What follows belongs to an exercise in optimizing a design on an open flow for small area and a short achievable clock period; a production flow would make more cautious choices. RTL that was checked went through simulation tests only; none was proved equivalent to the original. Power and IR drop assume default switching activity.

== maple ==
==> flow/design.v <==
module RAM_FINAL (
    input clk , rst , rx_valid ,
    input [0:9] din ,
    output reg tx_valid ,
    output reg [0:7] dout
);
reg [7:0] waddr, raddr;
reg [0:7] wdata;
reg [0:7] pf;
reg [2:0] q;
reg r;
reg clearing;
reg wr_flag;
reg [3:0] k;
reg rd_seen;
wire [3:0] k_next = {k[2] & k[1] & k[0], k[2] ^ (k[1] & k[0]), k[1] ^ k[0], ~k[0]};
wire [2:0] q_next = {q[2] ^ ~(q[1] | q[0]), q[1] ^ ~q[0], ~q[0]};
wire wr_now = wr_flag & ~k[3] & (waddr[2:0] == q);
wire [0:7] wval = clearing ? 8'd0 : wdata;
wire [0:7] wx = wval ^ {8{r}};
wire [0:7] last [0:31];
genvar g;
generate
    for (g = 0; g < 32; g = g + 1) begin : g_ring
        reg [0:7] s0, s1, s2, s3, s4, s5, s6, s7;
        wire sel = clearing | (wr_now & (waddr[7:3] == g));
        always @ (posedge clk)
        begin
            s0 <= ~(sel ? wx : s7);
            s1 <= s0;
            s2 <= s1;
            s3 <= s2;
            s4 <= s3;
            s5 <= s4;
            s6 <= s5;
            s7 <= s6;
        end
        assign last[g] = s7;
    end
endgenerate
wire fwd = clearing | (wr_now & (waddr == raddr));
always @ (posedge clk or negedge rst)
begin
    if (!rst)
    begin
        q <= 3'd7;
        r <= 1'b0;
        clearing <= 1'b1;
    end
    else
    begin
        q <= q_next;
        if (q == 3'd0) r <= ~r;
        if (q == 3'd0) clearing <= 1'b0;
    end
end
always @ (posedge clk)
begin
    if (fwd) pf <= wval;
    else if (raddr[2:0] == q) pf <= last[raddr[7:3]] ^ {8{r}};
end
always @ (posedge clk)
begin
    if (rx_valid && din[0:1] == 2'b01) wdata <= din[2:9];
    if (rx_valid && din[0:1] == 2'b11) dout <= pf;
end
always @ (posedge clk or negedge rst)
begin
    if (!rst)
    begin
        waddr <= 8'd0;
        raddr <= 8'd0;
        tx_valid <= 1'b0;
        k <= 4'd0;
        rd_seen <= 1'b0;
        wr_flag <= 1'b0;
    end
    else
    begin
        if (rx_valid)
        begin
            wr_flag <= (din[0:1] == 2'b01);
            case (din[0:1])
                2'b00: begin
                    waddr <= din[2:9];
                    tx_valid <= 1'b0;
                    k <= 4'd0;
                end
                2'b01: begin
                    tx_valid <= 1'b0;
                    k <= 4'd0;
                end
                2'b10: begin
                    raddr <= din[2:9];
                    k <= 4'd0;
                end
                2'b11: begin
                    tx_valid <= 1'b1;
                    rd_seen <= 1'b1;
                    if (!rd_seen) k <= 4'd0;
                end
            endcase
        end
        else if (!k[3])
        begin
            tx_valid <= rd_seen;
            k <= k_next;
        end
        else tx_valid <= 1'b0;
    end
end
endmodule
module SPI_SLAVE_FINAL(
    input MOSI , clk , rst ,
    tx_valid , ss_n ,
    input [0:7] tx_data ,
    output reg MISO , rx_valid ,
    output reg [0:9] rx_data );
reg [3:0] i;
reg [1:0] cs;
localparam IDLE = 2'b00,
CHK_CMD = 2'b01,
WRITE = 2'b10;
function [3:0] inc;
    input [3:0] v;
    case (v)
        4'd0: inc = 4'd1;
        4'd1: inc = 4'd2;
        4'd2: inc = 4'd3;
        4'd3: inc = 4'd4;
        4'd4: inc = 4'd5;
        4'd5: inc = 4'd6;
        4'd6: inc = 4'd7;
        4'd7: inc = 4'd8;
        4'd8: inc = 4'd9;
        default: inc = 4'd0;
    endcase
endfunction
wire send = (cs == CHK_CMD) & ~ss_n & tx_valid;
wire recv = (cs == WRITE) & (~ss_n | (i == 4'd9));
integer j;
always @ (posedge clk)
begin
    if (cs == IDLE) i <= 4'd0;
    else if (send | (recv & ~ss_n)) i <= inc(i);
    for (j = 0; j < 10; j = j + 1)
        if (cs == IDLE) rx_data[j] <= 1'b0;
        else if (recv && i == j) rx_data[j] <= MOSI;
end
always @ (posedge clk or negedge rst)
begin
if (!rst)
    begin
        MISO <= 1'b0;
        rx_valid <= 1'b0;
        cs <= IDLE;
    end
else
    begin
        rx_valid <= recv & (i == 4'd9);
        if (cs == IDLE) MISO <= 1'b0;
        else if (send) MISO <= ~i[3] & tx_data[i[2:0]];
        case (cs)
            CHK_CMD: cs <= ss_n ? IDLE : (tx_valid ? (i[3] ? IDLE : CHK_CMD) : WRITE);
            WRITE:   cs <= (ss_n | (i == 4'd9)) ? IDLE : WRITE;
            default: cs <= ss_n ? IDLE : CHK_CMD;
        endcase
    end
end
endmodule
module SPI_Wrapper_FINAL (
    input MOSI , clk , rst , ss_n ,
    output MISO );
wire [0:9] w1_rx_data;
wire [0:7] w2_tx_data;
wire tx_valid_w3;
wire rx_valid_w4;
SPI_SLAVE_FINAL SPI ( .MOSI(MOSI) , 
.clk(clk) , 
.rst(rst) , 
.tx_valid(tx_valid_w3) ,
.ss_n(ss_n) ,
.tx_data(w2_tx_data) , 
.MISO(MISO) , 
.rx_valid(rx_valid_w4) , 
.rx_data(w1_rx_data) );
RAM_FINAL u_Ram ( .clk(clk) ,
.rst(rst) , 
.rx_valid(rx_valid_w4) , 
.din(w1_rx_data) , 
.dout(w2_tx_data) , 
.tx_valid(tx_valid_w3) );
endmodule
make LEC_CHECK=0 CAP_MARGIN=15 CELL_PAD_IN_SITES_DETAIL_PLACEMENT=1 CORE_MARGIN=2 CORE_UTILIZATION=50 CTS_CLUSTER_DIAMETER=80 CTS_CLUSTER_SIZE=32 PLACE_DENSITY=0.6 SETUP_SLACK_MARGIN=4.85 SLEW_MARGIN=15 finish   # period 7.5 ns
run.sh (not shown) runs the stock make flow with config.mk's settings and CLKGATE_MAP_FILE= SYNTH_SCRIPT=/design/flow/synth_recipe.tcl, a recipe that flattens the netlist after the stock synthesis.
maple closes out successfully: all stages finished, all timing, DRC and antenna checks passed.
Relative to maple, the following input files were edited for cedar:
--- a/flow/design.v
+++ b/flow/design.v
@@ -37,8 +37,20 @@
         end
         assign last[g] = s7;
     end
 endgenerate
+wire [0:7] m1 [0:7];
+wire [0:7] m2 [0:1];
+genvar h;
+generate
+    for (h = 0; h < 8; h = h + 1) begin : g_m1
+        assign m1[h] = last[4 * h + raddr[4:3]];
+    end
+    for (h = 0; h < 2; h = h + 1) begin : g_m2
+        assign m2[h] = m1[4 * h + raddr[6:5]];
+    end
+endgenerate
+wire [0:7] tap = m2[raddr[7]];
 wire fwd = clearing | (wr_now & (waddr == raddr));
 always @ (posedge clk or negedge rst)
 begin
     if (!rst)
@@ -53,12 +65,16 @@
         if (q == 3'd0) r <= ~r;
         if (q == 3'd0) clearing <= 1'b0;
     end
 end
+reg [0:7] tq;
+reg tq_ok;
 always @ (posedge clk)
 begin
+    tq <= tap ^ {8{r}};
+    tq_ok <= (raddr[2:0] == q) & ~fwd;
     if (fwd) pf <= wval;
-    else if (raddr[2:0] == q) pf <= last[raddr[7:3]] ^ {8{r}};
+    else if (tq_ok) pf <= tq;
 end
 always @ (posedge clk)
 begin
     if (rx_valid && din[0:1] == 2'b01) wdata <= din[2:9];
@@ -137,16 +153,14 @@
     endcase
 endfunction
 wire send = (cs == CHK_CMD) & ~ss_n & tx_valid;
 wire recv = (cs == WRITE) & (~ss_n | (i == 4'd9));
-integer j;
 always @ (posedge clk)
 begin
     if (cs == IDLE) i <= 4'd0;
     else if (send | (recv & ~ss_n)) i <= inc(i);
-    for (j = 0; j < 10; j = j + 1)
-        if (cs == IDLE) rx_data[j] <= 1'b0;
-        else if (recv && i == j) rx_data[j] <= MOSI;
+    if (cs == IDLE) rx_data <= 10'b0;
+    else if (recv) rx_data <= {rx_data[1:9], MOSI};
 end
 always @ (posedge clk or negedge rst)
 begin
 if (!rst)
cedar ended with every stage complete and zero timing, DRC or antenna violations. Global router's overall resource usage: cedar lower than maple. Average routed wire per standard cell, cedar and maple, higher one = maple. Compared with maple, in cedar filler cell count saw a decrease, power density over the cells saw an increase, layout clock buffer count saw an increase. Diff cedar and maple: register fraction of the total cell area lower in maple. Going from maple to cedar, effective utilization at floorplan did not really move; final cell count decreased 216; fmax saw an increase; async set or reset register ratio after synthesis neither gained nor lost much. Between maple and cedar, the flow reports routed wire length decreasing by more than 10%. | final total power | higher: cedar |. cedar against maple: final worst-path setup slack has increased; wire length the detailed router placed on met1 has decreased.
No functional check of the RTL was part of any run of this note.

* * *

the baseline:
SPI_Wrapper_FINAL, a different RTL version from the one above (not shown whole).
Size: roughly 2900 cells after synthesis, roughly 2100 flip-flops, about 5 I/O pins.
==> module SPI_SLAVE_FINAL, before the edit <==
module SPI_SLAVE_FINAL(
    input MOSI , clk , rst ,
    tx_valid , ss_n ,
    input [0:7] tx_data ,
    output reg MISO , rx_valid ,
    output reg [0:9] rx_data );
reg [3:0] i;
reg [1:0] cs;
localparam IDLE = 2'b00,
CHK_CMD = 2'b01,
WRITE = 2'b10;
function [3:0] inc;
    input [3:0] v;
    case (v)
        4'd0: inc = 4'd1;
        4'd1: inc = 4'd2;
        4'd2: inc = 4'd3;
        4'd3: inc = 4'd4;
        4'd4: inc = 4'd5;
        4'd5: inc = 4'd6;
        4'd6: inc = 4'd7;
        4'd7: inc = 4'd8;
        4'd8: inc = 4'd9;
        default: inc = 4'd0;
    endcase
endfunction
wire send = (cs == CHK_CMD) & ~ss_n & tx_valid;
wire recv = (cs == WRITE) & (~ss_n | (i == 4'd9));
always @ (posedge clk)
begin
    if (cs == IDLE) i <= 4'd0;
    else if (send | (recv & ~ss_n)) i <= inc(i);
    if (cs == IDLE) rx_data <= 10'b0;
    else if (recv) rx_data <= {rx_data[1:9], MOSI};
end
always @ (posedge clk or negedge rst)
begin
if (!rst)
    begin
        MISO <= 1'b0;
        rx_valid <= 1'b0;
        cs <= IDLE;
    end
else
    begin
        rx_valid <= recv & (i == 4'd9);
        if (cs == IDLE) MISO <= 1'b0;
        else if (send) MISO <= ~i[3] & tx_data[i[2:0]];
        case (cs)
            CHK_CMD: cs <= ss_n ? IDLE : (tx_valid ? (i[3] ? IDLE : CHK_CMD) : WRITE);
            WRITE:   cs <= (ss_n | (i == 4'd9)) ? IDLE : WRITE;
            default: cs <= ss_n ? IDLE : CHK_CMD;
        endcase
    end
end
endmodule
export LEC_CHECK = 0
export CAP_MARGIN = 15
export CELL_PAD_IN_SITES_DETAIL_PLACEMENT = 1
export CORE_MARGIN = 2
export CORE_UTILIZATION = 50
export CTS_CLUSTER_DIAMETER = 80
export CTS_CLUSTER_SIZE = 32
export PLACE_DENSITY = 0.6
export SETUP_SLACK_MARGIN = 4.85
export SLEW_MARGIN = 15
create_clock -name core_clock -period 7.5 [get_ports {clk}]
Having completed the whole flow, the baseline delivered a layout that passed the timing, design-rule and antenna checks.
diff inputs: the baseline => the candidate
-- flow/design.v --
<<< the baseline, line 138
    output reg [0:9] rx_data );
reg [3:0] i;
reg [1:0] cs;
localparam IDLE = 2'b00,
>>> the candidate, line 138
    output reg [0:9] rx_data );
reg [3:0] i;
reg miso_n;
wire miso_next = (cs == IDLE) ? 1'b0 : (send ? (~i[3] & tx_data[i[2:0]]) : ~miso_n);
reg [1:0] cs;
localparam IDLE = 2'b00,
<<< the baseline, line 171
    begin
        MISO <= 1'b0;
        rx_valid <= 1'b0;
        cs <= IDLE;
>>> the candidate, line 173
    begin
        MISO <= 1'b0;
        miso_n <= 1'b1;
        rx_valid <= 1'b0;
        cs <= IDLE;
<<< the baseline, line 177
    begin
        rx_valid <= recv & (i == 4'd9);
        if (cs == IDLE) MISO <= 1'b0;
        else if (send) MISO <= ~i[3] & tx_data[i[2:0]];
        case (cs)
            CHK_CMD: cs <= ss_n ? IDLE : (tx_valid ? (i[3] ? IDLE : CHK_CMD) : WRITE);
>>> the candidate, line 180
    begin
        rx_valid <= recv & (i == 4'd9);
        MISO <= miso_next;
        miso_n <= ~miso_next;
        case (cs)
            CHK_CMD: cs <= ss_n ? IDLE : (tx_valid ? (i[3] ? IDLE : CHK_CMD) : WRITE);
[summary]
Final setup slack of the worst path (lower): the baseline. Between the baseline and the candidate, the total power does not differ in any meaningful way. Sum of met3 wire segment lengths after detailed routing, the candidate vs the baseline: up by a few percent. There was hardly any difference in count of nets after finishing between the baseline and the candidate. The final instance area of the candidate and that of the baseline are within noise of each other. From the baseline to the candidate, number of antenna-violating nets in the routed design did not move at all.
Only the layout flow was run in the baseline; the RTL was not checked for function there.

[port drivers added, routing unchanged]
No port has a modelled driver above. Below, the same layouts with a new extraction and two added sets of constraints. Step 1 sets driving cells, clkbuf_16 on the clock port and buf_2 on the other inputs (assumed; they add their load-dependent delay and slew). Step 2 also shifts input and output timing later by t, the mid clock arrival at the registers, as if the neighbouring blocks saw the same clock. Slacks: no drivers / after step 1 / after step 2; pairs: no drivers / after step 1.
run	shift t [ns]	setup WS [ns]	worst setup path at the end	slew at the worst register clock pin (ns)
maple	0.750	4.731 / 4.731 / 4.227	input to register	0.12 / 0.12
cedar	0.736	4.766 / 4.702 / 4.330	input to register	0.12 / 0.12
the baseline	0.730	4.802 / 4.739 / 4.252	input to register	0.12 / 0.12
the candidate	0.732	4.821 / 4.756 / 4.253	input to register	0.12 / 0.12
After both steps setup and hold are still met in every run listed. The setup slack of the candidate, which loses most, moves by -0.065 ns with the drivers and by -0.568 ns with both steps.
